This design comes from an exercise in tuning for small area on the open sky130 flow, not from production work. Only simulation tests tie the RTL to the original design; equivalence was not proved. Power and IR drop assume default switching activity.

[design/flow/standard.sh]
#!/bin/bash
# synth_recipe.tcl (not shown) runs the flow's synth.tcl, then flattens the netlist and writes it again
# the make line also repeats each setting of config.mk as NAME=value (left out here)
make -C /OpenROAD-flow-scripts/flow DESIGN_CONFIG=/design/flow/config.mk WORK_HOME=/design/flow/orfs CLKGATE_MAP_FILE= SYNTH_SCRIPT=/design/flow/synth_recipe.tcl "${@:-finish}"
[design/flow/constraint.sdc]
create_clock -name core_clock -period 6.0 [get_ports {clk}]
set_input_delay 1.2000 -clock core_clock [delete_from_list [all_inputs] [get_ports {clk}]]
set_output_delay 1.2000 -clock core_clock [all_outputs]
set_load 0.01 [all_outputs]
[design/flow/design.v]
module Fc_Lane (
    input clk,
    input rstn,
    input ena,
    input ena_add,
    input pv,
    input sel0,
    input sel1,
    input sel2,
    input hold_q,
    input [7:0] in_data,
    input [7:0] weight,
    input [7:0] bias,
    output [7:0] result
);
reg [7:0] d;
reg [7:0] w;
always @( posedge clk ) begin
    d <= in_data;
    w <= weight;
end
wire [7:0] dg = d & {8{pv}};
wire [7:0] bs = bias;
reg [23:0] acc;
reg [23:0] b;
reg [23:0] r;
reg [7:0] q;
reg [7:0] s1;
reg [7:0] s2;
wire [23:0] acc_n;
wire [23:0] b_n;
wire [7:0] q_n;
    wire pp0 = dg[0] & w[0];
    wire pp1 = dg[0] & w[1];
    wire pp2 = dg[0] & w[2];
    wire pp3 = dg[0] & w[3];
    wire pp4 = dg[0] & w[4];
    wire pp5 = dg[0] & w[5];
    wire pp6 = dg[0] & w[6];
    wire pn7 = ~(dg[0] & w[7]);
    wire pp8 = dg[1] & w[0];
    wire pp9 = dg[1] & w[1];
    wire pp10 = dg[1] & w[2];
    wire pp11 = dg[1] & w[3];
    wire pp12 = dg[1] & w[4];
    wire pp13 = dg[1] & w[5];
    wire pp14 = dg[1] & w[6];
    wire pn15 = ~(dg[1] & w[7]);
    wire pp16 = dg[2] & w[0];
    wire pp17 = dg[2] & w[1];
    wire pp18 = dg[2] & w[2];
    wire pp19 = dg[2] & w[3];
    wire pp20 = dg[2] & w[4];
    wire pp21 = dg[2] & w[5];
    wire pp22 = dg[2] & w[6];
    wire pn23 = ~(dg[2] & w[7]);
    wire pp24 = dg[3] & w[0];
    wire pp25 = dg[3] & w[1];
    wire pp26 = dg[3] & w[2];
    wire pp27 = dg[3] & w[3];
    wire pp28 = dg[3] & w[4];
    wire pp29 = dg[3] & w[5];
    wire pp30 = dg[3] & w[6];
    wire pn31 = ~(dg[3] & w[7]);
    wire pp32 = dg[4] & w[0];
    wire pp33 = dg[4] & w[1];
    wire pp34 = dg[4] & w[2];
    wire pp35 = dg[4] & w[3];
    wire pp36 = dg[4] & w[4];
    wire pp37 = dg[4] & w[5];
    wire pp38 = dg[4] & w[6];
    wire pn39 = ~(dg[4] & w[7]);
    wire pp40 = dg[5] & w[0];
    wire pp41 = dg[5] & w[1];
    wire pp42 = dg[5] & w[2];
    wire pp43 = dg[5] & w[3];
    wire pp44 = dg[5] & w[4];
    wire pp45 = dg[5] & w[5];
    wire pp46 = dg[5] & w[6];
    wire pn47 = ~(dg[5] & w[7]);
    wire pp48 = dg[6] & w[0];
    wire pp49 = dg[6] & w[1];
    wire pp50 = dg[6] & w[2];
    wire pp51 = dg[6] & w[3];
    wire pp52 = dg[6] & w[4];
    wire pp53 = dg[6] & w[5];
    wire pp54 = dg[6] & w[6];
    wire pn55 = ~(dg[6] & w[7]);
    wire pp56 = dg[7] & w[0];
    wire pp57 = dg[7] & w[1];
    wire pp58 = dg[7] & w[2];
    wire pp59 = dg[7] & w[3];
    wire pp60 = dg[7] & w[4];
    wire pp61 = dg[7] & w[5];
    wire pp62 = dg[7] & w[6];
    wire pn63 = ~(dg[7] & w[7]);
    wire ag64 = acc[0] & ena_add;
    wire ag65 = acc[1] & ena_add;
    wire ag66 = acc[2] & ena_add;
    wire ag67 = acc[3] & ena_add;
    wire ag68 = acc[4] & ena_add;
    wire ag69 = acc[5] & ena_add;
    wire ag70 = acc[6] & ena_add;
    wire ag71 = acc[7] & ena_add;
    wire ag72 = acc[8] & ena_add;
    wire ag73 = acc[9] & ena_add;
    wire ag74 = acc[10] & ena_add;
    wire ag75 = acc[11] & ena_add;
    wire ag76 = acc[12] & ena_add;
    wire ag77 = acc[13] & ena_add;
    wire ag78 = acc[14] & ena_add;
    wire ag79 = acc[15] & ena_add;
    wire ag80 = acc[16] & ena_add;
    wire ag81 = acc[17] & ena_add;
    wire ag82 = acc[18] & ena_add;
    wire ag83 = acc[19] & ena_add;
    wire ag84 = acc[20] & ena_add;
    wire ag85 = acc[21] & ena_add;
    wire ag86 = acc[22] & ena_add;
    wire ag87 = acc[23] & ena_add;
    wire s88 = 1'b1 ^ pn7;
    wire c89 = 1'b1 & pn7;
    wire s90 = pp12 ^ pp19;
    wire c91 = pp12 & pp19;
    wire s92 = pp13 ^ pp20 ^ pp27;
    wire c93 = (pp13 & pp20) | (pp27 & (pp13 ^ pp20));
    wire s94 = pp34 ^ pp41;
    wire c95 = pp34 & pp41;
    wire s96 = pp14 ^ pp21 ^ pp28;
    wire c97 = (pp14 & pp21) | (pp28 & (pp14 ^ pp21));
    wire s98 = pp35 ^ pp42 ^ pp49;
    wire c99 = (pp35 & pp42) | (pp49 & (pp35 ^ pp42));
    wire s100 = pp56 ^ s88;
    wire c101 = pp56 & s88;
    wire s102 = pn15 ^ pp22 ^ pp29;
    wire c103 = (pn15 & pp22) | (pp29 & (pn15 ^ pp22));
    wire s104 = pp36 ^ pp43 ^ pp50;
    wire c105 = (pp36 & pp43) | (pp50 & (pp36 ^ pp43));
    wire s106 = pp57 ^ c89 ^ ag72;
    wire c107 = (pp57 & c89) | (ag72 & (pp57 ^ c89));
    wire s108 = pn23 ^ pp30 ^ pp37;
    wire c109 = (pn23 & pp30) | (pp37 & (pn23 ^ pp30));
    wire s110 = pp44 ^ pp51 ^ pp58;
    wire c111 = (pp44 & pp51) | (pp58 & (pp44 ^ pp51));
    wire s112 = pn31 ^ pp38 ^ pp45;
    wire c113 = (pn31 & pp38) | (pp45 & (pn31 ^ pp38));
    wire s114 = pp10 ^ pp17;
    wire c115 = pp10 & pp17;
    wire s116 = pp11 ^ pp18 ^ pp25;
    wire c117 = (pp11 & pp18) | (pp25 & (pp11 ^ pp18));
    wire s118 = pp32 ^ pp4;
    wire c119 = pp32 & pp4;
    wire s120 = pp26 ^ pp33 ^ pp40;
    wire c121 = (pp26 & pp33) | (pp40 & (pp26 ^ pp33));
    wire s122 = pp5 ^ s90 ^ ag69;
    wire c123 = (pp5 & s90) | (ag69 & (pp5 ^ s90));
    wire s124 = pp48 ^ pp6 ^ c91;
    wire c125 = (pp48 & pp6) | (c91 & (pp48 ^ pp6));
    wire s126 = s94 ^ s92 ^ ag70;
    wire c127 = (s94 & s92) | (ag70 & (s94 ^ s92));
    wire s128 = c95 ^ c93 ^ s96;
    wire c129 = (c95 & c93) | (s96 & (c95 ^ c93));
    wire s130 = s98 ^ s100 ^ ag71;
    wire c131 = (s98 & s100) | (ag71 & (s98 ^ s100));
    wire s132 = c97 ^ c99 ^ s102;
    wire c133 = (c97 & c99) | (s102 & (c97 ^ c99));
    wire s134 = s104 ^ c101 ^ s106;
    wire c135 = (s104 & c101) | (s106 & (s104 ^ c101));
    wire s136 = c103 ^ c105 ^ s108;
    wire c137 = (c103 & c105) | (s108 & (c103 ^ c105));
    wire s138 = s110 ^ ag73 ^ c107;
    wire c139 = (s110 & ag73) | (c107 & (s110 ^ ag73));
    wire s140 = pp52 ^ pp59 ^ c109;
    wire c141 = (pp52 & pp59) | (c109 & (pp52 ^ pp59));
    wire s142 = c111 ^ s112 ^ ag74;
    wire c143 = (c111 & s112) | (ag74 & (c111 ^ s112));
    wire s144 = pn39 ^ pp46 ^ pp53;
    wire c145 = (pn39 & pp46) | (pp53 & (pn39 ^ pp46));
    wire s146 = pp60 ^ c113 ^ ag75;
    wire c147 = (pp60 & c113) | (ag75 & (pp60 ^ c113));
    wire s148 = pn47 ^ pp54 ^ pp61;
    wire c149 = (pn47 & pp54) | (pp61 & (pn47 ^ pp54));
    wire s150 = pp16 ^ pp2;
    wire c151 = pp16 & pp2;
    wire s152 = pp24 ^ pp3 ^ s114;
    wire c153 = (pp24 & pp3) | (s114 & (pp24 ^ pp3));
    wire s154 = c115 ^ s118 ^ s116;
    wire c155 = (c115 & s118) | (s116 & (c115 ^ s118));
    wire s156 = c119 ^ c117 ^ s120;
    wire c157 = (c119 & c117) | (s120 & (c119 ^ c117));
    wire s158 = c121 ^ s124 ^ c123;
    wire c159 = (c121 & s124) | (c123 & (c121 ^ s124));
    wire s160 = c125 ^ s128 ^ c127;
    wire c161 = (c125 & s128) | (c127 & (c125 ^ s128));
    wire s162 = c129 ^ s132 ^ c131;
    wire c163 = (c129 & s132) | (c131 & (c129 ^ s132));
    wire s164 = c133 ^ s136 ^ c135;
    wire c165 = (c133 & s136) | (c135 & (c133 ^ s136));
    wire s166 = c137 ^ s140 ^ s142;
    wire c167 = (c137 & s140) | (s142 & (c137 ^ s140));
    wire s168 = s144 ^ c141 ^ c143;
    wire c169 = (s144 & c141) | (c143 & (s144 ^ c141));
    wire s170 = c145 ^ s148 ^ ag76;
    wire c171 = (c145 & s148) | (ag76 & (c145 ^ s148));
    wire s172 = pn55 ^ pp62 ^ c149;
    wire c173 = (pn55 & pp62) | (c149 & (pn55 ^ pp62));
    wire s174 = pp1 ^ pp8;
    wire c175 = pp1 & pp8;
    wire s176 = pp9 ^ s150 ^ ag66;
    wire c177 = (pp9 & s150) | (ag66 & (pp9 ^ s150));
    wire s178 = c151 ^ s152 ^ ag67;
    wire c179 = (c151 & s152) | (ag67 & (c151 ^ s152));
    wire s180 = c153 ^ s154 ^ ag68;
    wire c181 = (c153 & s154) | (ag68 & (c153 ^ s154));
    wire s182 = c155 ^ s156 ^ s122;
    wire c183 = (c155 & s156) | (s122 & (c155 ^ s156));
    wire s184 = c157 ^ s126 ^ s158;
    wire c185 = (c157 & s126) | (s158 & (c157 ^ s126));
    wire s186 = s130 ^ c159 ^ s160;
    wire c187 = (s130 & c159) | (s160 & (s130 ^ c159));
    wire s188 = c161 ^ s162 ^ s134;
    wire c189 = (c161 & s162) | (s134 & (c161 ^ s162));
    wire s190 = c163 ^ s138 ^ s164;
    wire c191 = (c163 & s138) | (s164 & (c163 ^ s138));
    wire s192 = c139 ^ s166 ^ c165;
    wire c193 = (c139 & s166) | (c165 & (c139 ^ s166));
    wire s194 = s146 ^ c167 ^ s168;
    wire c195 = (s146 & c167) | (s168 & (s146 ^ c167));
    wire s196 = c147 ^ s170 ^ c169;
    wire c197 = (c147 & s170) | (c169 & (c147 ^ s170));
    wire s198 = s172 ^ ag77 ^ c171;
    wire c199 = (s172 & ag77) | (c171 & (s172 ^ ag77));
    wire s200 = pn63 ^ c173 ^ ag78;
    wire c201 = (pn63 & c173) | (ag78 & (pn63 ^ c173));
    wire s202 = 1'b1 ^ ag79;
    wire c203 = 1'b1 & ag79;
    wire s204 = 1'b1 ^ ag80;
    wire c205 = 1'b1 & ag80;
    wire s206 = 1'b1 ^ ag81;
    wire c207 = 1'b1 & ag81;
    wire s208 = 1'b1 ^ ag82;
    wire c209 = 1'b1 & ag82;
    wire s210 = 1'b1 ^ ag83;
    wire c211 = 1'b1 & ag83;
    wire s212 = 1'b1 ^ ag84;
    wire c213 = 1'b1 & ag84;
    wire s214 = 1'b1 ^ ag85;
    wire c215 = 1'b1 & ag85;
    wire s216 = 1'b1 ^ ag86;
    wire c217 = 1'b1 & ag86;
    wire s218 = 1'b1 ^ ag87;
    wire c219 = 1'b1 & ag87;
    wire s220 = pp0 ^ ag64;
    wire c221 = pp0 & ag64;
    wire s222 = s174 ^ ag65;
    wire c223 = s174 & ag65;
    wire s224 = c175 ^ s176;
    wire c225 = c175 & s176;
    wire s226 = c177 ^ s178;
    wire c227 = c177 & s178;
    wire s228 = c179 ^ s180;
    wire c229 = c179 & s180;
    wire s230 = c181 ^ s182;
    wire c231 = c181 & s182;
    wire s232 = c183 ^ s184;
    wire c233 = c183 & s184;
    wire s234 = c185 ^ s186;
    wire c235 = c185 & s186;
    wire s236 = c187 ^ s188;
    wire c237 = c187 & s188;
    wire s238 = c189 ^ s190;
    wire c239 = c189 & s190;
    wire s240 = c191 ^ s192;
    wire c241 = c191 & s192;
    wire s242 = c193 ^ s194;
    wire c243 = c193 & s194;
    wire s244 = c195 ^ s196;
    wire c245 = c195 & s196;
    wire s246 = c197 ^ s198;
    wire c247 = c197 & s198;
    wire s248 = c199 ^ s200;
    wire c249 = c199 & s200;
    wire s250 = c201 ^ s202;
    wire c251 = c201 & s202;
    wire s252 = c203 ^ s204;
    wire c253 = c203 & s204;
    wire s254 = c205 ^ s206;
    wire c255 = c205 & s206;
    wire s256 = c207 ^ s208;
    wire c257 = c207 & s208;
    wire s258 = c209 ^ s210;
    wire c259 = c209 & s210;
    wire s260 = c211 ^ s212;
    wire c261 = c211 & s212;
    wire s262 = c213 ^ s214;
    wire c263 = c213 & s214;
    wire s264 = c215 ^ s216;
    wire c265 = c215 & s216;
    wire s266 = c217 ^ s218;
    wire c267 = c217 & s218;
    wire g268 = c223 | (s222 & c221);
    wire p269 = s222 & s220;
    wire g270 = c227 | (s226 & c225);
    wire p271 = s226 & s224;
    wire g272 = c231 | (s230 & c229);
    wire p273 = s230 & s228;
    wire g274 = c235 | (s234 & c233);
    wire p275 = s234 & s232;
    wire g276 = c239 | (s238 & c237);
    wire p277 = s238 & s236;
    wire g278 = c243 | (s242 & c241);
    wire p279 = s242 & s240;
    wire g280 = c247 | (s246 & c245);
    wire p281 = s246 & s244;
    wire g282 = c251 | (s250 & c249);
    wire p283 = s250 & s248;
    wire g284 = c255 | (s254 & c253);
    wire p285 = s254 & s252;
    wire g286 = c259 | (s258 & c257);
    wire p287 = s258 & s256;
    wire g288 = c263 | (s262 & c261);
    wire p289 = s262 & s260;
    wire g290 = c267 | (s266 & c265);
    wire p291 = s266 & s264;
    wire g292 = g270 | (p271 & g268);
    wire p293 = p271 & p269;
    wire g294 = g274 | (p275 & g272);
    wire p295 = p275 & p273;
    wire g296 = g278 | (p279 & g276);
    wire p297 = p279 & p277;
    wire g298 = g282 | (p283 & g280);
    wire p299 = p283 & p281;
    wire g300 = g286 | (p287 & g284);
    wire p301 = p287 & p285;
    wire g302 = g290 | (p291 & g288);
    wire p303 = p291 & p289;
    wire g304 = g294 | (p295 & g292);
    wire p305 = p295 & p293;
    wire g306 = g298 | (p299 & g296);
    wire p307 = p299 & p297;
    wire g308 = g302 | (p303 & g300);
    wire p309 = p303 & p301;
    wire g310 = g306 | (p307 & g304);
    wire p311 = p307 & p305;
    wire g312 = g308 | (p309 & g310);
    wire p313 = p309 & p311;
    wire g314 = g296 | (p297 & g304);
    wire p315 = p297 & p305;
    wire g316 = g300 | (p301 & g310);
    wire p317 = p301 & p311;
    wire g318 = g272 | (p273 & g292);
    wire p319 = p273 & p293;
    wire g320 = g276 | (p277 & g304);
    wire p321 = p277 & p305;
    wire g322 = g280 | (p281 & g314);
    wire p323 = p281 & p315;
    wire g324 = g284 | (p285 & g310);
    wire p325 = p285 & p311;
    wire g326 = g288 | (p289 & g316);
    wire p327 = p289 & p317;
    wire g328 = c225 | (s224 & g268);
    wire p329 = s224 & p269;
    wire g330 = c229 | (s228 & g292);
    wire p331 = s228 & p293;
    wire g332 = c233 | (s232 & g318);
    wire p333 = s232 & p319;
    wire g334 = c237 | (s236 & g304);
    wire p335 = s236 & p305;
    wire g336 = c241 | (s240 & g320);
    wire p337 = s240 & p321;
    wire g338 = c245 | (s244 & g314);
    wire p339 = s244 & p315;
    wire g340 = c249 | (s248 & g322);
    wire p341 = s248 & p323;
    wire g342 = c253 | (s252 & g310);
    wire p343 = s252 & p311;
    wire g344 = c257 | (s256 & g324);
    wire p345 = s256 & p325;
    wire g346 = c261 | (s260 & g316);
    wire p347 = s260 & p317;
    wire g348 = c265 | (s264 & g326);
    wire p349 = s264 & p327;
    wire s350 = s222 ^ c221;
    wire s351 = s224 ^ g268;
    wire s352 = s226 ^ g328;
    wire s353 = s228 ^ g292;
    wire s354 = s230 ^ g330;
    wire s355 = s232 ^ g318;
    wire s356 = s234 ^ g332;
    wire s357 = s236 ^ g304;
    wire s358 = s238 ^ g334;
    wire s359 = s240 ^ g320;
    wire s360 = s242 ^ g336;
    wire s361 = s244 ^ g314;
    wire s362 = s246 ^ g338;
    wire s363 = s248 ^ g322;
    wire s364 = s250 ^ g340;
    wire s365 = s252 ^ g310;
    wire s366 = s254 ^ g342;
    wire s367 = s256 ^ g324;
    wire s368 = s258 ^ g344;
    wire s369 = s260 ^ g316;
    wire s370 = s262 ^ g346;
    wire s371 = s264 ^ g326;
    wire s372 = s266 ^ g348;
    assign acc_n = {s372, s371, s370, s369, s368, s367, s366, s365, s364, s363, s362, s361, s360, s359, s358, s357, s356, s355, s354, s353, s352, s351, s350, s220};
    wire s373 = acc[0] ^ bs[0];
    wire c374 = acc[0] & bs[0];
    wire s375 = acc[1] ^ bs[1];
    wire c376 = acc[1] & bs[1];
    wire s377 = acc[2] ^ bs[2];
    wire c378 = acc[2] & bs[2];
    wire s379 = acc[3] ^ bs[3];
    wire c380 = acc[3] & bs[3];
    wire s381 = acc[4] ^ bs[4];
    wire c382 = acc[4] & bs[4];
    wire s383 = acc[5] ^ bs[5];
    wire c384 = acc[5] & bs[5];
    wire s385 = acc[6] ^ bs[6];
    wire c386 = acc[6] & bs[6];
    wire s387 = acc[7] ^ bs[7];
    wire c388 = acc[7] & bs[7];
    wire g389 = c376 | (s375 & c374);
    wire p390 = s375 & s373;
    wire g391 = c380 | (s379 & c378);
    wire p392 = s379 & s377;
    wire g393 = c384 | (s383 & c382);
    wire p394 = s383 & s381;
    wire g395 = c388 | (s387 & c386);
    wire p396 = s387 & s385;
    wire g397 = c378 | (s377 & g389);
    wire p398 = s377 & p390;
    wire g399 = g391 | (p392 & g389);
    wire p400 = p392 & p390;
    wire g401 = c386 | (s385 & g393);
    wire p402 = s385 & p394;
    wire g403 = g395 | (p396 & g393);
    wire p404 = p396 & p394;
    wire g405 = c382 | (s381 & g399);
    wire p406 = s381 & p400;
    wire g407 = g393 | (p394 & g399);
    wire p408 = p394 & p400;
    wire g409 = g401 | (p402 & g399);
    wire p410 = p402 & p400;
    wire g411 = g403 | (p404 & g399);
    wire p412 = p404 & p400;
    wire s413 = s375 ^ c374;
    wire s414 = s377 ^ g389;
    wire s415 = s379 ^ g397;
    wire s416 = s381 ^ g399;
    wire s417 = s383 ^ g405;
    wire s418 = s385 ^ g407;
    wire s419 = s387 ^ g409;
    wire inc420 = g411 & ~bs[7];
    wire dec421 = ~g411 & bs[7];
    wire s422 = acc[8] ^ (inc420 | dec421);
    wire s423 = acc[9] ^ ((inc420 & acc[8]) | (dec421 & ~acc[8]));
    wire on424 = acc[8] & acc[9];
    wire ze425 = ~acc[8] & ~acc[9];
    wire s426 = acc[10] ^ ((inc420 & on424) | (dec421 & ze425));
    wire on427 = on424 & acc[10];
    wire ze428 = ze425 & ~acc[10];
    wire s429 = acc[11] ^ ((inc420 & on427) | (dec421 & ze428));
    wire on430 = on427 & acc[11];
    wire ze431 = ze428 & ~acc[11];
    wire s432 = acc[12] ^ ((inc420 & on430) | (dec421 & ze431));
    wire on433 = on430 & acc[12];
    wire ze434 = ze431 & ~acc[12];
    wire s435 = acc[13] ^ ((inc420 & on433) | (dec421 & ze434));
    wire on436 = on433 & acc[13];
    wire ze437 = ze434 & ~acc[13];
    wire s438 = acc[14] ^ ((inc420 & on436) | (dec421 & ze437));
    wire on439 = on436 & acc[14];
    wire ze440 = ze437 & ~acc[14];
    wire s441 = acc[15] ^ ((inc420 & on439) | (dec421 & ze440));
    wire on442 = on439 & acc[15];
    wire ze443 = ze440 & ~acc[15];
    wire s444 = acc[16] ^ ((inc420 & on442) | (dec421 & ze443));
    wire on445 = on442 & acc[16];
    wire ze446 = ze443 & ~acc[16];
    wire s447 = acc[17] ^ ((inc420 & on445) | (dec421 & ze446));
    wire on448 = on445 & acc[17];
    wire ze449 = ze446 & ~acc[17];
    wire s450 = acc[18] ^ ((inc420 & on448) | (dec421 & ze449));
    wire on451 = on448 & acc[18];
    wire ze452 = ze449 & ~acc[18];
    wire s453 = acc[19] ^ ((inc420 & on451) | (dec421 & ze452));
    wire on454 = on451 & acc[19];
    wire ze455 = ze452 & ~acc[19];
    wire s456 = acc[20] ^ ((inc420 & on454) | (dec421 & ze455));
    wire on457 = on454 & acc[20];
    wire ze458 = ze455 & ~acc[20];
    wire s459 = acc[21] ^ ((inc420 & on457) | (dec421 & ze458));
    wire on460 = on457 & acc[21];
    wire ze461 = ze458 & ~acc[21];
    wire s462 = acc[22] ^ ((inc420 & on460) | (dec421 & ze461));
    wire on463 = on460 & acc[22];
    wire ze464 = ze461 & ~acc[22];
    wire s465 = acc[23] ^ ((inc420 & on463) | (dec421 & ze464));
    wire on466 = on463 & acc[23];
    wire ze467 = ze464 & ~acc[23];
    assign b_n = {s465, s462, s459, s456, s453, s450, s447, s444, s441, s438, s435, s432, s429, s426, s423, s422, s419, s418, s417, s416, s415, s414, s413, s373};
    wire m468 = sel0 & r[0];
    wire m469 = (sel0 & r[0]);
    wire m470 = sel0 & r[1];
    wire m471 = (sel0 & r[1]);
    wire m472 = sel0 & r[2];
    wire m473 = (sel0 & r[2]) | (sel1 & r[0]);
    wire m474 = sel0 & r[3];
    wire m475 = (sel1 & r[0]);
    wire m476 = (sel0 & r[3]) | (sel1 & r[1]);
    wire m477 = sel0 & r[4];
    wire m478 = (sel1 & r[1]) | (sel2 & r[0]);
    wire m479 = (sel0 & r[4]) | (sel1 & r[2]);
    wire m480 = sel0 & r[5];
    wire m481 = (sel0 & r[0]) | (sel1 & r[2]) | (sel2 & r[1]);
    wire m482 = (sel0 & r[5]) | (sel1 & r[3]);
    wire m483 = sel0 & r[6];
    wire m484 = (sel0 & r[1]) | (sel1 & r[3]) | (sel2 & r[2]);
    wire m485 = (sel0 & r[6]) | (sel1 & r[4]);
    wire m486 = sel0 & r[7];
    wire m487 = (sel0 & r[2]) | (sel1 & r[4]) | (sel2 & r[3]);
    wire m488 = (sel0 & r[7]) | (sel1 & r[5]);
    wire m489 = sel0 & r[8];
    wire m490 = (sel0 & r[3]) | (sel1 & r[5]) | (sel2 & r[4]);
    wire m491 = (sel0 & r[8]) | (sel1 & r[6]);
    wire m492 = sel0 & r[9];
    wire m493 = (sel0 & r[4]) | (sel1 & r[6]) | (sel2 & r[5]);
    wire m494 = (sel0 & r[9]) | (sel1 & r[7]);
    wire m495 = sel0 & r[10];
    wire m496 = (sel0 & r[5]) | (sel1 & r[7]) | (sel2 & r[6]);
    wire m497 = (sel0 & r[10]) | (sel1 & r[8]);
    wire m498 = sel0 & r[11];
    wire m499 = (sel0 & r[6]) | (sel1 & r[8]) | (sel2 & r[7]);
    wire m500 = (sel0 & r[11]) | (sel1 & r[9]);
    wire m501 = sel0 & r[12];
    wire m502 = (sel0 & r[7]) | (sel1 & r[9]) | (sel2 & r[8]);
    wire m503 = (sel0 & r[12]) | (sel1 & r[10]);
    wire m504 = sel0 & r[13];
    wire m505 = (sel0 & r[8]) | (sel1 & r[10]) | (sel2 & r[9]);
    wire m506 = (sel0 & r[13]) | (sel1 & r[11]);
    wire m507 = sel0 & r[14];
    wire m508 = (sel0 & r[9]) | (sel1 & r[11]) | (sel2 & r[10]);
    wire m509 = (sel0 & r[14]) | (sel1 & r[12]);
    wire m510 = sel0 & r[15];
    wire m511 = (sel0 & r[10]) | (sel1 & r[12]) | (sel2 & r[11]);
    wire m512 = (sel0 & r[15]) | (sel1 & r[13]);
    wire m513 = sel0 & r[16];
    wire m514 = (sel0 & r[11]) | (sel1 & r[13]) | (sel2 & r[12]);
    wire m515 = (sel0 & r[16]) | (sel1 & r[14]);
    wire m516 = sel0 & r[17];
    wire m517 = (sel0 & r[12]) | (sel1 & r[14]) | (sel2 & r[13]);
    wire m518 = (sel0 & r[17]) | (sel1 & r[15]);
    wire m519 = sel0 & r[18];
    wire m520 = (sel0 & r[13]) | (sel1 & r[15]) | (sel2 & r[14]);
    wire m521 = (sel0 & r[18]) | (sel1 & r[16]);
    wire m522 = sel0 & r[19];
    wire m523 = (sel0 & r[14]) | (sel1 & r[16]) | (sel2 & r[15]);
    wire m524 = (sel0 & r[19]) | (sel1 & r[17]);
    wire m525 = sel0 & r[20];
    wire m526 = (sel0 & r[15]) | (sel1 & r[17]) | (sel2 & r[16]);
    wire m527 = (sel0 & r[20]) | (sel1 & r[18]);
    wire m528 = sel0 & r[21];
    wire m529 = (sel0 & r[16]) | (sel1 & r[18]) | (sel2 & r[17]);
    wire m530 = (sel0 & r[21]) | (sel1 & r[19]);
    wire m531 = sel0 & r[22];
    wire m532 = (sel0 & r[17]) | (sel1 & r[19]) | (sel2 & r[18]);
    wire m533 = (sel0 & r[22]) | (sel1 & r[20]);
    wire s534 = r[0] ^ r[5];
    wire c535 = r[0] & r[5];
    wire s536 = r[1] ^ r[6] ^ m487;
    wire c537 = (r[1] & r[6]) | (m487 & (r[1] ^ r[6]));
    wire s538 = r[2] ^ r[7] ^ m490;
    wire c539 = (r[2] & r[7]) | (m490 & (r[2] ^ r[7]));
    wire s540 = r[3] ^ r[8] ^ m493;
    wire c541 = (r[3] & r[8]) | (m493 & (r[3] ^ r[8]));
    wire s542 = r[4] ^ r[9] ^ m496;
    wire c543 = (r[4] & r[9]) | (m496 & (r[4] ^ r[9]));
    wire s544 = r[10] ^ r[5] ^ m499;
    wire c545 = (r[10] & r[5]) | (m499 & (r[10] ^ r[5]));
    wire s546 = r[11] ^ r[6] ^ m502;
    wire c547 = (r[11] & r[6]) | (m502 & (r[11] ^ r[6]));
    wire s548 = r[12] ^ r[7] ^ m505;
    wire c549 = (r[12] & r[7]) | (m505 & (r[12] ^ r[7]));
    wire s550 = 1'b1 ^ r[13] ^ r[8];
    wire c551 = (1'b1 & r[13]) | (r[8] & (1'b1 ^ r[13]));
    wire s552 = m508 ^ m509;
    wire c553 = m508 & m509;
    wire s554 = r[14] ^ r[9] ^ m511;
    wire c555 = (r[14] & r[9]) | (m511 & (r[14] ^ r[9]));
    wire s556 = m512 ^ m513;
    wire c557 = m512 & m513;
    wire s558 = r[10] ^ r[15] ^ m514;
    wire c559 = (r[10] & r[15]) | (m514 & (r[10] ^ r[15]));
    wire s560 = m515 ^ m516;
    wire c561 = m515 & m516;
    wire s562 = r[11] ^ r[16] ^ m517;
    wire c563 = (r[11] & r[16]) | (m517 & (r[11] ^ r[16]));
    wire s564 = m518 ^ m519;
    wire c565 = m518 & m519;
    wire s566 = r[12] ^ r[17] ^ m520;
    wire c567 = (r[12] & r[17]) | (m520 & (r[12] ^ r[17]));
    wire s568 = m521 ^ m522;
    wire c569 = m521 & m522;
    wire s570 = r[13] ^ r[18] ^ m523;
    wire c571 = (r[13] & r[18]) | (m523 & (r[13] ^ r[18]));
    wire s572 = m524 ^ m525;
    wire c573 = m524 & m525;
    wire s574 = r[14] ^ r[19] ^ m526;
    wire c575 = (r[14] & r[19]) | (m526 & (r[14] ^ r[19]));
    wire s576 = m527 ^ m528;
    wire c577 = m527 & m528;
    wire s578 = r[15] ^ r[20] ^ m529;
    wire c579 = (r[15] & r[20]) | (m529 & (r[15] ^ r[20]));
    wire s580 = m530 ^ m531;
    wire c581 = m530 & m531;
    wire s582 = r[16] ^ r[21] ^ m532;
    wire c583 = (r[16] & r[21]) | (m532 & (r[16] ^ r[21]));
    wire s584 = r[2] ^ m475;
    wire c585 = r[2] & m475;
    wire s586 = r[3] ^ m478 ^ m479;
    wire c587 = (r[3] & m478) | (m479 & (r[3] ^ m478));
    wire s588 = r[4] ^ m481 ^ m482;
    wire c589 = (r[4] & m481) | (m482 & (r[4] ^ m481));
    wire s590 = s534 ^ m484 ^ m485;
    wire c591 = (s534 & m484) | (m485 & (s534 ^ m484));
    wire s592 = c535 ^ m488 ^ m489;
    wire c593 = (c535 & m488) | (m489 & (c535 ^ m488));
    wire s594 = m491 ^ m492 ^ c537;
    wire c595 = (m491 & m492) | (c537 & (m491 ^ m492));
    wire s596 = m494 ^ m495 ^ c539;
    wire c597 = (m494 & m495) | (c539 & (m494 ^ m495));
    wire s598 = m497 ^ m498 ^ c541;
    wire c599 = (m497 & m498) | (c541 & (m497 ^ m498));
    wire s600 = m500 ^ m501 ^ c543;
    wire c601 = (m500 & m501) | (c543 & (m500 ^ m501));
    wire s602 = m503 ^ m504 ^ c545;
    wire c603 = (m503 & m504) | (c545 & (m503 ^ m504));
    wire s604 = m506 ^ m507 ^ c547;
    wire c605 = (m506 & m507) | (c547 & (m506 ^ m507));
    wire s606 = s550 ^ m510 ^ s552;
    wire c607 = (s550 & m510) | (s552 & (s550 ^ m510));
    wire s608 = c551 ^ c553 ^ s556;
    wire c609 = (c551 & c553) | (s556 & (c551 ^ c553));
    wire s610 = c557 ^ s560 ^ c555;
    wire c611 = (c557 & s560) | (c555 & (c557 ^ s560));
    wire s612 = c561 ^ s564 ^ c559;
    wire c613 = (c561 & s564) | (c559 & (c561 ^ s564));
    wire s614 = c565 ^ s568 ^ c563;
    wire c615 = (c565 & s568) | (c563 & (c565 ^ s568));
    wire s616 = c569 ^ s572 ^ c567;
    wire c617 = (c569 & s572) | (c567 & (c569 ^ s572));
    wire s618 = c573 ^ s576 ^ c571;
    wire c619 = (c573 & s576) | (c571 & (c573 ^ s576));
    wire s620 = c577 ^ s580 ^ c575;
    wire c621 = (c577 & s580) | (c575 & (c577 ^ s580));
    wire s622 = m533 ^ c581 ^ c579;
    wire c623 = (m533 & c581) | (c579 & (m533 ^ c581));
    wire s624 = r[0] ^ m471;
    wire c625 = r[0] & m471;
    wire s626 = r[1] ^ m473 ^ m474;
    wire c627 = (r[1] & m473) | (m474 & (r[1] ^ m473));
    wire s628 = m476 ^ m477 ^ s584;
    wire c629 = (m476 & m477) | (s584 & (m476 ^ m477));
    wire s630 = m480 ^ c585 ^ s586;
    wire c631 = (m480 & c585) | (s586 & (m480 ^ c585));
    wire s632 = m483 ^ c587 ^ s588;
    wire c633 = (m483 & c587) | (s588 & (m483 ^ c587));
    wire s634 = m486 ^ c589 ^ s590;
    wire c635 = (m486 & c589) | (s590 & (m486 ^ c589));
    wire s636 = c591 ^ s536 ^ s592;
    wire c637 = (c591 & s536) | (s592 & (c591 ^ s536));
    wire s638 = c593 ^ s538 ^ s594;
    wire c639 = (c593 & s538) | (s594 & (c593 ^ s538));
    wire s640 = s540 ^ c595 ^ s596;
    wire c641 = (s540 & c595) | (s596 & (s540 ^ c595));
    wire s642 = s542 ^ c597 ^ s598;
    wire c643 = (s542 & c597) | (s598 & (s542 ^ c597));
    wire s644 = s544 ^ c599 ^ s600;
    wire c645 = (s544 & c599) | (s600 & (s544 ^ c599));
    wire s646 = s546 ^ c601 ^ s602;
    wire c647 = (s546 & c601) | (s602 & (s546 ^ c601));
    wire s648 = s548 ^ c603 ^ s604;
    wire c649 = (s548 & c603) | (s604 & (s548 ^ c603));
    wire s650 = c549 ^ s606 ^ c605;
    wire c651 = (c549 & s606) | (c605 & (c549 ^ s606));
    wire s652 = s554 ^ c607 ^ s608;
    wire c653 = (s554 & c607) | (s608 & (s554 ^ c607));
    wire s654 = s558 ^ c609 ^ s610;
    wire c655 = (s558 & c609) | (s610 & (s558 ^ c609));
    wire s656 = s562 ^ c611 ^ s612;
    wire c657 = (s562 & c611) | (s612 & (s562 ^ c611));
    wire s658 = s566 ^ c613 ^ s614;
    wire c659 = (s566 & c613) | (s614 & (s566 ^ c613));
    wire s660 = s570 ^ c615 ^ s616;
    wire c661 = (s570 & c615) | (s616 & (s570 ^ c615));
    wire s662 = s574 ^ c617 ^ s618;
    wire c663 = (s574 & c617) | (s618 & (s574 ^ c617));
    wire s664 = s578 ^ c619 ^ s620;
    wire c665 = (s578 & c619) | (s620 & (s578 ^ c619));
    wire s666 = s582 ^ c621 ^ s622;
    wire c667 = (s582 & c621) | (s622 & (s582 ^ c621));
    wire s668 = m469 ^ m470;
    wire c669 = m469 & m470;
    wire s670 = s624 ^ m472 ^ c669;
    wire c671 = (s624 & m472) | (c669 & (s624 ^ m472));
    wire s672 = c625 ^ s626 ^ c671;
    wire c673 = (c625 & s626) | (c671 & (c625 ^ s626));
    wire s674 = c627 ^ s628 ^ c673;
    wire c675 = (c627 & s628) | (c673 & (c627 ^ s628));
    wire s676 = c629 ^ s630 ^ c675;
    wire c677 = (c629 & s630) | (c675 & (c629 ^ s630));
    wire s678 = c631 ^ s632 ^ c677;
    wire c679 = (c631 & s632) | (c677 & (c631 ^ s632));
    wire s680 = c633 ^ s634 ^ c679;
    wire c681 = (c633 & s634) | (c679 & (c633 ^ s634));
    wire s682 = c635 ^ s636;
    wire c683 = c635 & s636;
    wire s684 = c637 ^ s638;
    wire c685 = c637 & s638;
    wire s686 = c639 ^ s640;
    wire c687 = c639 & s640;
    wire s688 = c641 ^ s642;
    wire c689 = c641 & s642;
    wire s690 = c643 ^ s644;
    wire c691 = c643 & s644;
    wire s692 = c645 ^ s646;
    wire c693 = c645 & s646;
    wire s694 = c647 ^ s648;
    wire c695 = c647 & s648;
    wire s696 = c649 ^ s650;
    wire c697 = c649 & s650;
    wire s698 = c651 ^ s652;
    wire c699 = c651 & s652;
    wire s700 = c653 ^ s654;
    wire c701 = c653 & s654;
    wire s702 = c655 ^ s656;
    wire c703 = c655 & s656;
    wire s704 = c657 ^ s658;
    wire c705 = c657 & s658;
    wire s706 = c659 ^ s660;
    wire c707 = c659 & s660;
    wire s708 = c661 ^ s662;
    wire c709 = c661 & s662;
    wire s710 = c663 ^ s664;
    wire c711 = c663 & s664;
    wire s712 = c665 ^ s666;
    wire c713 = c665 & s666;
    wire g714 = c683 | (s682 & c681);
    wire g715 = c685 | (s684 & g714);
    wire p716 = s684 & s682;
    wire g717 = c689 | (s688 & c687);
    wire p718 = s688 & s686;
    wire g719 = c693 | (s692 & c691);
    wire p720 = s692 & s690;
    wire g721 = c697 | (s696 & c695);
    wire p722 = s696 & s694;
    wire g723 = c701 | (s700 & c699);
    wire p724 = s700 & s698;
    wire g725 = c705 | (s704 & c703);
    wire p726 = s704 & s702;
    wire g727 = c709 | (s708 & c707);
    wire p728 = s708 & s706;
    wire g729 = c713 | (s712 & c711);
    wire p730 = s712 & s710;
    wire g731 = g717 | (p718 & g715);
    wire p732 = p718 & p716;
    wire g733 = g721 | (p722 & g719);
    wire p734 = p722 & p720;
    wire g735 = g725 | (p726 & g723);
    wire p736 = p726 & p724;
    wire g737 = g729 | (p730 & g727);
    wire p738 = p730 & p728;
    wire g739 = g733 | (p734 & g731);
    wire p740 = p734 & p732;
    wire g741 = g737 | (p738 & g735);
    wire p742 = p738 & p736;
    wire g743 = g741 | (p742 & g739);
    wire p744 = p742 & p740;
    wire g745 = g735 | (p736 & g739);
    wire p746 = p736 & p740;
    wire g747 = g719 | (p720 & g731);
    wire p748 = p720 & p732;
    wire g749 = g723 | (p724 & g739);
    wire p750 = p724 & p740;
    wire g751 = g727 | (p728 & g745);
    wire p752 = p728 & p746;
    wire g753 = c687 | (s686 & g715);
    wire p754 = s686 & p716;
    wire g755 = c691 | (s690 & g731);
    wire p756 = s690 & p732;
    wire g757 = c695 | (s694 & g747);
    wire p758 = s694 & p748;
    wire g759 = c699 | (s698 & g739);
    wire p760 = s698 & p740;
    wire g761 = c703 | (s702 & g749);
    wire p762 = s702 & p750;
    wire g763 = c707 | (s706 & g745);
    wire p764 = s706 & p746;
    wire g765 = c711 | (s710 & g751);
    wire p766 = s710 & p752;
    wire s767 = s682 ^ c681;
    wire s768 = s684 ^ g714;
    wire s769 = s686 ^ g715;
    wire s770 = s688 ^ g753;
    wire s771 = s690 ^ g731;
    wire s772 = s692 ^ g755;
    wire s773 = s694 ^ g747;
    wire s774 = s696 ^ g757;
    wire s775 = s698 ^ g739;
    wire s776 = s700 ^ g759;
    wire s777 = s702 ^ g749;
    wire s778 = s704 ^ g761;
    wire s779 = s706 ^ g745;
    wire s780 = s708 ^ g763;
    wire s781 = s710 ^ g751;
    wire s782 = s712 ^ g765;
    assign q_n = {s782, s781, s780, s779, s778, s777, s776, s775} & {8{~r[23]}};
always @( posedge clk or negedge rstn ) begin
    if ( !rstn ) acc <= '0;
    else acc <= acc_n;
end
always @( posedge clk or negedge rstn ) begin
    if ( !rstn ) begin
        b <= '0;
        r <= '0;
        q <= '0;
        s1 <= '0;
        s2 <= '0;
    end
    else if ( ena ) begin
        b <= b_n;
        r <= b;
        if ( !hold_q ) q <= q_n;
        s1 <= q;
        s2 <= s1;
    end
end
assign result = s2;
endmodule
module Full_Connect #
(
parameter BITWIDTH = 8,
parameter BITWIDTH_CAL = 24,
parameter NUM_PARA = 8
)
(
input clk,
input rstn,
input ena,
input ena_add,
input [1:0] select,
input [ NUM_PARA*BITWIDTH - 1 : 0 ] in_data,  
input [ NUM_PARA*BITWIDTH - 1 : 0 ] weight,  
input [ NUM_PARA*BITWIDTH - 1 : 0 ] bias,  
output [ NUM_PARA*BITWIDTH - 1 : 0 ] result  
);
reg pv;
always @( posedge clk or negedge rstn ) begin
    if ( !rstn ) pv <= 1'b0;
    else pv <= ena;
end
wire sel0 = ~select[1] & ~select[0];
wire sel1 = select[0];
wire sel2 = select[1];
wire hold_q = select[1] & select[0];
genvar i;
generate
for ( i = 0; i < NUM_PARA; i = i + 1 ) begin : lane
    Fc_Lane u (
        .clk(clk), .rstn(rstn), .ena(ena), .ena_add(ena_add), .pv(pv),
        .sel0(sel0), .sel1(sel1), .sel2(sel2), .hold_q(hold_q),
        .in_data(in_data[i*8 +: 8]), .weight(weight[i*8 +: 8]), .bias(bias[i*8 +: 8]),
        .result(result[i*8 +: 8])
    );
end
endgenerate
endmodule
[design/flow/flow/bubble.py]
#!/usr/bin/env python3
"""Remove inverters in a Yosys netlist of sky130hd cells by choosing polarities.

Two kinds of cells can give their output in either polarity:
- fa_1 is self-dual: FA(~a, ~b, ~c) = (~cout, ~sum), so a full adder can be
  computed on complemented inputs, giving complemented outputs, at no cost;
- a single-output gate that has a twin cell with the same inputs and the
  complemented function (nand2/and2, a21oi/a21o, xor2/xnor2, mux2/mux2i, ...)
  can be swapped for that twin, at the difference in area.
The pass picks a polarity for each such cell (simulated annealing on total
area), then rebuilds the inverters: at most one per signal that some pin needs
in the complement of the polarity its driver gives. Registers, ports and the
logic function at every register input and output port are unchanged.

usage: bubble.py IN.v OUT.v LIBERTY
"""
import itertools
import math
import random
import re
import sys

INV = re.compile(r"^sky130_fd_sc_hd__inv_\d+$")
FA = "sky130_fd_sc_hd__fa_1"
OUT_PINS = {"X", "Y", "Q", "Q_N", "SUM", "COUT", "HI", "LO"}
INV_AREA = 3.7536


def read_lib(path):
    t = open(path).read()
    cells = {}
    for m in re.finditer(r'\n    cell \("(sky130_fd_sc_hd__\w+)"\) \{(.*?)\n    \}', t, re.S):
        name, body = m.group(1), m.group(2)
        area = float(re.search(r"\barea : ([\d.]+)", body).group(1))
        ins = []
        outs = []
        for pn, pb in re.findall(r'\n        pin \("(\w+)"\) \{(.*?)\n        \}', body, re.S):
            d = re.search(r'direction : "(\w+)"', pb)
            f = re.search(r'\bfunction : "([^"]*)"', pb)
            if not d:
                continue
            if d.group(1) == "input":
                ins.append(pn)
            elif d.group(1) == "output":
                outs.append((pn, f.group(1) if f else None))
        seq = "ff (" in body or "latch (" in body
        cells[name] = {"area": area, "ins": sorted(ins), "outs": outs, "seq": seq,
                       "dont": "dont_use : true" in body}
    return cells


def truth(func, ins):
    e = func.replace("!", " not ").replace("&", " and ").replace("|", " or ").replace("^", " != ")
    tt = []
    for vals in itertools.product([False, True], repeat=len(ins)):
        env = dict(zip(ins, vals))
        tt.append(bool(eval(e, {}, env)))
    return tuple(tt)


def twins(cells):
    """cell -> (twin cell, twin output pin) with complemented function."""
    bykey = {}
    for n, c in cells.items():
        if c["seq"] or len(c["outs"]) != 1 or c["outs"][0][1] is None or not c["ins"]:
            continue
        if "lpflow" in n or "probe" in n or c["dont"]:
            continue
        if len(c["ins"]) > 6:
            continue
        c["tt"] = truth(c["outs"][0][1], c["ins"])
        bykey.setdefault((tuple(c["ins"]), c["tt"]), []).append(n)
    res = {}
    for n, c in cells.items():
        if "tt" not in c:
            continue
        comp = tuple(not v for v in c["tt"])
        cand = bykey.get((tuple(c["ins"]), comp), [])
        if cand:
            best = min(cand, key=lambda x: cells[x]["area"])
            res[n] = (best, cells[best]["outs"][0][0])
    return res


def parse(text):
    m = re.search(r"^\s*(sky130_fd_sc_hd__\w+)\s", text, re.M)
    head = text[:m.start()]
    body = text[m.start():]
    end = body.rindex("endmodule")
    tail = body[end:]
    body = body[:end]
    cells = []
    for cm in re.finditer(r"(sky130_fd_sc_hd__\w+)\s+(\S+)\s*\((.*?)\);", body, re.S):
        pins = []
        for pm in re.finditer(r"\.(\w+)\(\s*((?:\\\S+\s)|[^()\s]+)\s*\)", cm.group(3)):
            pins.append([pm.group(1), pm.group(2).strip()])
        cells.append({"type": cm.group(1), "name": cm.group(2), "pins": pins})
    return head, cells, tail


def fmt_net(n):
    return n + " " if n.startswith("\\") else n


def main():
    lib = read_lib(sys.argv[3])
    tw = twins(lib)
    text = open(sys.argv[1]).read()
    head, cells, tail = parse(text)
    outputs = set()
    for m in re.finditer(r"^\s*output\s+(\[(\d+):(\d+)\]\s*)?(\S+);", head, re.M):
        if m.group(1):
            for i in range(int(m.group(3)), int(m.group(2)) + 1):
                outputs.add("%s[%d]" % (m.group(4), i))
        else:
            outputs.add(m.group(4))

    inv_of = {}
    for c in cells:
        if INV.match(c["type"]):
            p = dict(c["pins"])
            inv_of[p["Y"]] = p["A"]

    def root(n):
        par = 0
        seen = 0
        while n in inv_of:
            n = inv_of[n]
            par ^= 1
            seen += 1
            assert seen < 1000
        return n, par

    for o in outputs:
        assert o not in inv_of, "output port driven by an inverter: " + o

    others = [c for c in cells if not INV.match(c["type"])]
    var = []          # list of cells
    var_cost = []     # area change when flipped
    out_var = {}      # output net -> var index
    for c in others:
        if c["type"] == FA:
            v = len(var)
            var.append(c)
            var_cost.append(0.0)
            for pin, net in c["pins"]:
                if pin in ("SUM", "COUT"):
                    out_var[net] = v
        elif c["type"] in tw:
            outs = [net for pin, net in c["pins"] if pin in OUT_PINS]
            if len(outs) != 1 or outs[0] in outputs:
                continue
            v = len(var)
            var.append(c)
            var_cost.append(lib[tw[c["type"]][0]]["area"] - lib[c["type"]]["area"])
            out_var[outs[0]] = v
    var_index = {id(c): i for i, c in enumerate(var)}
    is_fa = [c["type"] == FA for c in var]

    cons = []
    for c in others:
        for k, (pin, net) in enumerate(c["pins"]):
            if pin in OUT_PINS:
                continue
            r, par = root(net)
            cons.append((c, k, r, par))
    flip = [0] * len(var)

    def phi(r):
        i = out_var.get(r)
        return flip[i] if i is not None else 0

    cnt = {}
    pins_of_var = [[] for _ in var]
    for j, (c, k, r, par) in enumerate(cons):
        cnt.setdefault(r, [0, 0])
        cnt[r][par] += 1
        i = var_index.get(id(c))
        if i is not None and is_fa[i]:
            pins_of_var[i].append(j)
    for o in outputs:
        cnt.setdefault(o, [0, 0])
        cnt[o][0] += 1
    outs_of_var = [[] for _ in var]
    for net, i in out_var.items():
        outs_of_var[i].append(net)

    def cost(r):
        c = cnt.get(r)
        if not c:
            return 0.0
        return INV_AREA if c[1 - phi(r)] > 0 else 0.0

    def apply_flip(i):
        for j in pins_of_var[i]:
            c, k, r, par = cons[j]
            q = par ^ flip[i]
            cnt[r][q] -= 1
            cnt[r][q ^ 1] += 1
        flip[i] ^= 1

    def flip_delta(i):
        roots = set(outs_of_var[i])
        for j in pins_of_var[i]:
            roots.add(cons[j][2])
        before = sum(cost(r) for r in roots) + (var_cost[i] if flip[i] else 0.0)
        apply_flip(i)
        after = sum(cost(r) for r in roots) + (var_cost[i] if flip[i] else 0.0)
        apply_flip(i)
        return after - before

    def total():
        return sum(cost(r) for r in cnt) + sum(var_cost[i] for i in range(len(var)) if flip[i])

    total0 = total()
    rng = random.Random(1)
    cur = total0
    best = cur
    best_flip = list(flip)
    n_it = 300 * max(1, len(var))
    for it in range(n_it):
        temp = 5.0 * (0.05 / 5.0) ** (it / n_it)
        i = rng.randrange(len(var))
        d = flip_delta(i)
        if d <= 0 or rng.random() < math.exp(-d / temp):
            apply_flip(i)
            cur += d
            if cur < best - 1e-9:
                best = cur
                best_flip = list(flip)
    for i in range(len(var)):
        if flip[i] != best_flip[i]:
            apply_flip(i)
    for it in range(50):
        changed = 0
        for i in range(len(var)):
            if flip_delta(i) < -1e-9:
                apply_flip(i)
                changed += 1
        if not changed:
            break
    total1 = total()

    new_inv = {}
    for j, (c, k, r, par) in enumerate(cons):
        i = var_index.get(id(c))
        q = par ^ (flip[i] if (i is not None and is_fa[i]) else 0)
        if q != phi(r):
            if r not in new_inv:
                new_inv[r] = "_bpinv%d_" % len(new_inv)
            c["pins"][k][1] = new_inv[r]
        else:
            c["pins"][k][1] = r
    nswap = 0
    for i, c in enumerate(var):
        if flip[i] and not is_fa[i]:
            t, opin = tw[c["type"]]
            c["type"] = t
            for p in c["pins"]:
                if p[0] in OUT_PINS:
                    p[0] = opin
            nswap += 1
    for o in outputs:
        assert phi(o) == 0
    out = [head]
    out.append("".join("  wire %s;\n" % n for n in new_inv.values()))
    for c in others:
        out.append("  %s %s (\n%s\n  );\n" % (c["type"], fmt_net(c["name"]),
                   ",\n".join("    .%s(%s)" % (p, fmt_net(n)) for p, n in c["pins"])))
    for r, n in new_inv.items():
        out.append("  sky130_fd_sc_hd__inv_1 %s (\n    .A(%s),\n    .Y(%s)\n  );\n" % (
            n.replace("inv", "invc"), fmt_net(r), n))
    out.append(tail)
    open(sys.argv[2], "w").write("".join(out))
    ninv = sum(1 for c in cells if INV.match(c["type"]))
    nfa = sum(is_fa)
    print("bubble: %d fa (%d flipped), %d twin gates (%d swapped); inverters %d -> %d; area %+.1f" % (
        nfa, sum(f for f, a in zip(flip, is_fa) if a), len(var) - nfa, nswap, ninv, len(new_inv),
        total1 - total0 - 0.0))


if __name__ == "__main__":
    main()
[design/flow/flow/run.sh]
#!/bin/bash
# Own flow: the standard synthesis, then a netlist pass that removes
# inverters by choosing the polarity of full adders and of gates that have an
# inverted twin cell (flow/bubble.py), then the standard layout with
# smaller port buffers and a clock tree without dummy loads.
set -euo pipefail
R=orfs/results/sky130hd/Full_Connect/base
LIB=$FLOW_HOME/platforms/sky130hd/lib/sky130_fd_sc_hd__tt_025C_1v80.lib
bash standard.sh synth > synth.log 2>&1
cp $R/1_2_yosys.v $R/1_2_yosys_std.v
python3 flow/bubble.py $R/1_2_yosys_std.v $R/1_2_yosys.v $LIB > bubble.log 2>&1
touch $R/1_2_yosys.v
bash standard.sh finish \
  "BUFFER_PORTS_ARGS=-buffer_cell sky130_fd_sc_hd__buf_1" \
  "CTS_ARGS=-sink_clustering_enable -repair_clock_nets -sink_clustering_size 30 -sink_clustering_max_diameter 80 -buf_list sky130_fd_sc_hd__clkbuf_16 -dont_use_dummy_load" \
  > finish.log 2>&1
[design/flow/config.mk]
export PLATFORM = sky130hd
export DESIGN_NAME = Full_Connect
export DESIGN_NICKNAME = Full_Connect
export VERILOG_FILES = /design/flow/design.v
export SDC_FILE = /design/flow/constraint.sdc
export NUM_CORES = 4
export LEC_CHECK = 0
export ABC_AREA = 1
export CAP_MARGIN = 20
export CORE_MARGIN = 2
export CORE_UTILIZATION = 78
export PLACE_DENSITY = 0.88
export SLEW_MARGIN = 20
==> results.yml, run 1 <==
final_layout:
  synthToLayoutAreaGrowth_pct: 5.26
  final_common_cell: "nand2_1"
  multi_input_comb_area_um2: 45900
  fin_nets: 9491
  drive_above_1_share_pct: 2.79
  register_area_um2: 21800
  mostFrequentLayoutCells: "nand2_1 (1567), inv_1 (980), fa_1 (960)"
  num-fill-cells: 5585
die:
  die_h_um: 308
  die_x_um: 308
  coreArea_um2: 91700
  dieArea_um2: 95000
  num_rows: 111
  num_io_pins: 262
  start_util_pct: 78.8
power:
  swShare_pct: 47.5
  p_int_mw: 21.8
  power.total_mw: 41.5
  p_leak_nw: 39.6
  power_density_nw_per_um2: 547
  p_switching_mw: 19.7
  p_comb_share_pct: 66.4
  power_frac_seq_pct: 25.5
  irDropWorstVdd_v: 0.000352
  p_clk_share_pct: 8.2
min_path:
  hp-class: "register to register"
  holdCritStartpoint: "lane[0].u.q[4]$_DFFE_PN0P_"
cts:
  clk_latency_ps: 700
  clock_path_buffers: 3
  holdBufCountCts: 0
  cts_tree: "yes"
  path_clk_slew_ps: 90
  htreeDepth: 2
  clockRootBuffer: "clkbuf_16"
  cts_inserted_buffers: 48
  clock-sinks: 897
critical_path:
  worst_r2r_endpoint: "lane[4].u.acc[23]$_DFF_PN0_"
  path_max_fanout: 28
  crit_path_end_kind: "register"
  r2r-start: "pv$_DFF_PN0_"
  crit_end: "lane[4].u.acc[23]$_DFF_PN0_"
  worstPathRequired_ps: 6550
  crit_type: "register to register"
  worst_ep_arrival_time_ps: 6250
  worstSetupStartpointType: "register"
  r2r_setup_slack_ps: 300
  rr_worst_depth: 21
  critPathLaunch: "pv$_DFF_PN0_"
place:
  io_buffer_count: 261
  place_hpwl_um: 142000
  place_congestion: 0.970
routing:
  drt_iter0_drc: 6101
  ant_nets: 0
  vias_per_cell: 6.02
  wl_um: 179000
  drc: 0
  vias: 54000
  first_pass_iters: 8
  drt-wirelength-per-cell_um: 19.9
timing:
  rsz0062_at_grt: "false"
  slew_headroom_pct: 26.4
  whs_ps: 437
  finalHoldViolations: 0
  setup_violations: 0
  tightest_slew_ps: 1100
  fmax_mhz: 176
  fin_skew_ps: 68.0
  post-route-min-period_ps: 5700
  drv_slew: 0
  final.period_utilization_pct: 95.0
run_status:
  status: "complete, no violations"
global_route:
  overflow: 0
  first_global_vias: 55700
  grt_use_total_pct: 38.8
  grt_max_degree: 237
  grt_antenna_before_repair: 14
  grt_pass1_wl_um: 289000
logic_synthesis:
  syn-mean-instance-area_um2: 9.48
  syn_area_um2: 72200
  syn_nets: 9319
  yosysWarnings: 2
  synth_cells: 7617
run:
  maxCapViolations: 0
==> worst min-delay path by stage <==
stage	to	depth (start not counted)	slack, ps
2_1_floorplan	lane[5].u.q[7]$_DFFE_PN0P_	1	430
3_3_place_gp	lane[5].u.q[7]$_DFFE_PN0P_	1	440
3_5_place_dp	lane[7].u.s2[1]$_DFFE_PN0P_	2	460
4_1_cts	lane[0].u.s1[4]$_DFFE_PN0P_	2	430
5_1_grt	lane[0].u.s1[4]$_DFFE_PN0P_	2	440
6_report	lane[0].u.s1[4]$_DFFE_PN0P_	2	440
==> power groups by stage <==
stage | Combinational [mW] | Clock [mW] | Sequential [mW]
6_report | 27.6 | 3.39 | 10.6
5_1_grt | 31.4 | 3.62 | 10.8
4_1_cts | 27.5 | 3.42 | 10.5
3_5_place_dp | 27.2 | 0 | 10.6
3_3_place_gp | 25.2 | 0 | 10.5
2_1_floorplan | 20.3 | 0 | 9.83
==> worst max-delay path, cell delays in order, from the launching register on <==
cell and delay (ps):
dfrtp_2 400, buf_4 170, clkbuf_16 240, nand2_1 200
inv_1 150, nand2_1 80, fa_1 470, fa_1 530
fa_1 550, fa_1 420, ha_1 370, a21oi_1 110
nor2_1 120, a211oi_1 60, o21ai_0 150, nand3_1 180
o21ai_0 320, nand4_1 130, o211ai_1 170, a31oi_1 160
fa_1 400, xor2_1 170
==> area by class of cell <==
type	instances	share of cell area, %
Sequential cell	897	28.7
Timing Repair Buffer	341	2.47
Tap cell	1186	1.95
Antenna cell	7	0.0231
Clock buffer	48	1.58
Multi-Input combinational cell	5516	60.4
Inverter	985	4.88
==> sequential cells by signal, summed over array words and instances, names as in the netlist <==
name        cells
lane.u.s1      64
lane.u.q       64
pv              1
lane.u.r      192
lane.u.s2      64
lane.u.acc    192
lane.u.b      192
lane.u.d       64
lane.u.w       64
==> layer usage <==
| layer | part of all wire, % | vias up | track usage, % |
|---|---|---|---|
| li1 | - | 24300 | - |
| met1 | 42 | 26700 | 56.8 |
| met2 | 45 | 2595 | 59.5 |
| met3 | 10 | 402 | 8.63 |
| met4 | 2.9 | 10 | 10.7 |
| met5 | 0.038 | - | 0 |
==> stage by stage <==
stage	TNS (ps)	cells	util [%]	setup WS (ps)	area, um2
after floorplan	0	7617	-	3.75	72200
after global placement	0	8923	81.5	184	74700
after detailed placement	-75.5	8923	81.5	-63.0	74700
after CTS	0	8971	82.8	173	75900
after global routing	0	8980	82.9	26.6	76000
final	0	8980	82.9	303	76000
==> repair_timing <==
action | CTS | global route
hold endpoints to repair | 0 | 0
resized for setup | 0 | 13
buffers inserted | 0 | 1
setup endpoints to repair | 0 | 19
==> run 2, diff against run 1 <==
--- a/design/flow/config.mk
+++ b/design/flow/config.mk
@@ -9,5 +9,6 @@
 export CAP_MARGIN = 20
 export CORE_MARGIN = 2
-export CORE_UTILIZATION = 78
-export PLACE_DENSITY = 0.88
+export CORE_UTILIZATION = 70
+export PLACE_DENSITY = 0.8
+export SETUP_SLACK_MARGIN = 0.05
 export SLEW_MARGIN = 20
==> run 2 against run 1 <==
Largest power group unchanged. Clock power up 3%. Critical path depth increased by 2. Sequential share of layout area down 0.20 points. Critical path type unchanged. Die area grew 11%.
==> results.yml, run 2 <==
run_status:
  status: "complete, no violations"
cts:
  htreeDepth: 2
  clock-sinks: 897
  clock_path_buffers: 3
  clk_latency_ps: 700
  cts_inserted_buffers: 50
  path_clk_slew_ps: 110
  cts_tree: "yes"
  clockRootBuffer: "clkbuf_16"
critical_path:
  r2r-start: "pv$_DFF_PN0_"
  crit_family: "adder cells"
  critPathSlowestCell: "fa_1"
  crit_path_end_kind: "register"
  critPathLaunch: "pv$_DFF_PN0_"
  worstSetupStartpointType: "register"
  worstPathRequired_ps: 6640
  path_max_fanout: 45
  worst_ep_arrival_time_ps: 6400
  path_cells: "buf_12 -> nand2_1 -> nor2_1 -> fa_1 -> fa_1 -> fa_1 -> fa_1 -> ha_1 -> and2_0 -> nand2_1 -> nand2_1 -> a41oi_1 -> o21ai_1 -> nand3_1 -> nand2_1 -> nand3_1 -> nand2_1 -> nand3_1 -> nand2_2 -> a21o_1 -> a31oi_1 -> fa_1 -> inv_1"
  max_stage_delay_ps: 530
  crit_type: "register to register"
  path_buf_inv: 2
final_layout:
  num-fill-cells: 7389
  final_area_um2: 76500
  multi_input_comb_area_um2: 45900
  synthToLayoutAreaGrowth_pct: 5.99
  reg.largest.list: "lane.u.acc: 192 flops, lane.u.b: 192 flops, lane.u.r: 192 flops"
  register_area_um2: 21800
  final_common_cell: "nand2_1"
  fin_nets: 9514
  drive_above_1_share_pct: 3.24
  mostFrequentLayoutCells: "nand2_1 (1556), inv_1 (980), fa_1 (960)"
routing:
  drt_iter0_drc: 4556
  wl_um: 171000
  drt-wirelength-per-cell_um: 18.6
  vias: 52500
  vias_per_cell: 5.72
  ant_nets: 0
  first_pass_iters: 6
  drc: 0
global_route:
  overflow: 0
  first_global_vias: 54300
  grt_pass1_wl_um: 283000
  grt_antenna_before_repair: 8
  grt_max_degree: 238
  grt_use_total_pct: 33.4
power:
  p_leak_nw: 39.7
  power.total_mw: 41.0
  swShare_pct: 46.7
  p_switching_mw: 19.1
  irDropWorstVdd_v: 0.000361
  p_comb_share_pct: 65.9
  power_frac_seq_pct: 25.6
  p_int_mw: 21.8
  p_clk_share_pct: 8.5
  power_density_nw_per_um2: 535
timing:
  fin_skew_ps: 54.5
  finalHoldViolations: 0
  drv_slew: 0
  worst_slack_ps: 239
  post-route-min-period_ps: 5760
  final.period_utilization_pct: 96.0
  tightest_slew_ps: 1030
  rsz0062_at_grt: "true"
  fmax_mhz: 174
  slew_headroom_pct: 31.6
  setup_violations: 0
logic_synthesis:
  syn_nets: 9319
  syn-mean-instance-area_um2: 9.48
  synth_cells: 7617
  yosysWarnings: 2
  syn_area_um2: 72200
place:
  io_buffer_count: 261
  dpl-instance-area_um2: 75200
  dp_slack_ps: -75.6
  place_hpwl_um: 137000
  place_congestion: 0.961
min_path:
  holdCritStartpoint: "lane[5].u.r[23]$_DFFE_PN0P_"
  hp-class: "register to register"
die:
  start_util_pct: 70.8
  dieArea_um2: 106000
  coreArea_um2: 102000
  die_h_um: 325
  die_x_um: 325
  num_rows: 117
  num_io_pins: 262
run:
  maxCapViolations: 0
run 2: cell types whose count changed in the layout (fill, tap and decap cells not counted), sizes merged:
| cell | previous run | this run |
|---|---|---|
| buf | 335 | 357 |
| diode | 7 | 5 |
| clkbuf | 54 | 55 |
run 2: worst register-to-register path: stages (launching register included):
cell and delay, ps:
dfrtp_2 400, buf_12 250, nand2_1 300, nor2_1 220, fa_1 470, fa_1 470
fa_1 530, fa_1 420, ha_1 330, and2_0 160, nand2_1 80, nand2_1 60
a41oi_1 230, o21ai_1 120, nand3_1 80, nand2_1 90, nand3_1 80, nand2_1 90
nand3_1 110, nand2_2 200, a21o_1 260, a31oi_1 220, fa_1 470, inv_1 60
run 2: final timing paths:
kind	endpoint	slack (ps)	cells past startpoint
worst min-delay path	lane[5].u.q[7]$_DFFE_PN0P_	440	1
worst max-delay path	lane[7].u.acc[22]$_DFF_PN0_	240	23
worst max register to register	lane[7].u.acc[22]$_DFF_PN0_	240	23
worst min register to register	lane[5].u.q[7]$_DFFE_PN0P_	440	1
min in group asynchronous	lane[4].u.b[5]$_DFFE_PN0P_	660	1
max in group asynchronous	lane[3].u.s1[7]$_DFFE_PN0P_	4010	2
run 2: repair_timing:
action                                  4_1_cts  5_1_grt
hold buffers                                  0        0
setup buffers                                 0        0
gates resized for setup                       0       28
endpoints found under the setup margin        0       26
run 2: power by group through the flow:
stage                     Combinational, mW  Clock, mW  Sequential (mW)
after floorplan                        20.3          0             9.83
after global placement                 25.4          0             10.4
after detailed placement               26.9          0             10.5
after CTS                              27.1       3.55             10.4
after global routing                   31.1       3.76             10.8
final                                  27.0       3.48             10.5
run 2: per-layer routing:
layer / wire [um] / GRT usage, % / up-vias
met2: 76400 / 50.9 / 1873
met3: 14700 / 6.49 / 242
met4: 3550 / 7.06 / 6
li1: - / - / 24300
met1: 76300 / 50.4 / 26000
met5: 39 / 0 / -
run 2: through the flow:
stage               TNS, ps  utilization, %  cells  hold WS [ps]
floorplan                 0               -   7617           435
global placement          0            73.7   9128           444
detailed placement     -125            73.7   9128           456
CTS                       0            74.9   9178           440
global route          -57.6            75.0   9181           427
finish                    0            75.0   9183           437
run 2: layout make-up:
cell class | count | area share [%]
inverter | 985 | 4.85
clock buffer | 50 | 1.64
antenna | 5 | 0.0164
tap | 1368 | 2.24
timing repair buffer | 362 | 2.74
sequential | 897 | 28.5
multi-input combinational | 5516 | 60.0

[port drivers added, routing unchanged]
Ports are ideal in the flow. The routed layouts listed here were re-timed in OpenROAD.
Step 1: set_driving_cell puts a clkbuf_16 on clk and a buf_2 on each other input, an assumption about the parent block.
Step 2, shift: input delay + t, output delay - t, t = (earliest + latest rising clock arrival at the registers) / 2. This alone moves slack from input paths to output paths.
Three values: ideal ports, drivers, drivers and shift; two values: the first two.
run	t, ns	slack for setup (ns)	worst setup path after step 2	slew at the worst register clock pin (ns)
run 1	0.733	0.303 / 0.303 / -0.064	input to register	0.12 / 0.12
run 2	0.748	0.239 / 0.239 / -0.044	input to register	0.11 / 0.11
With both steps, setup timing fails in run 1 and run 2, where it was met with ideal ports. The setup slack of run 1, which loses most, moves by 0.000 ns with the drivers and by -0.367 ns with both steps.
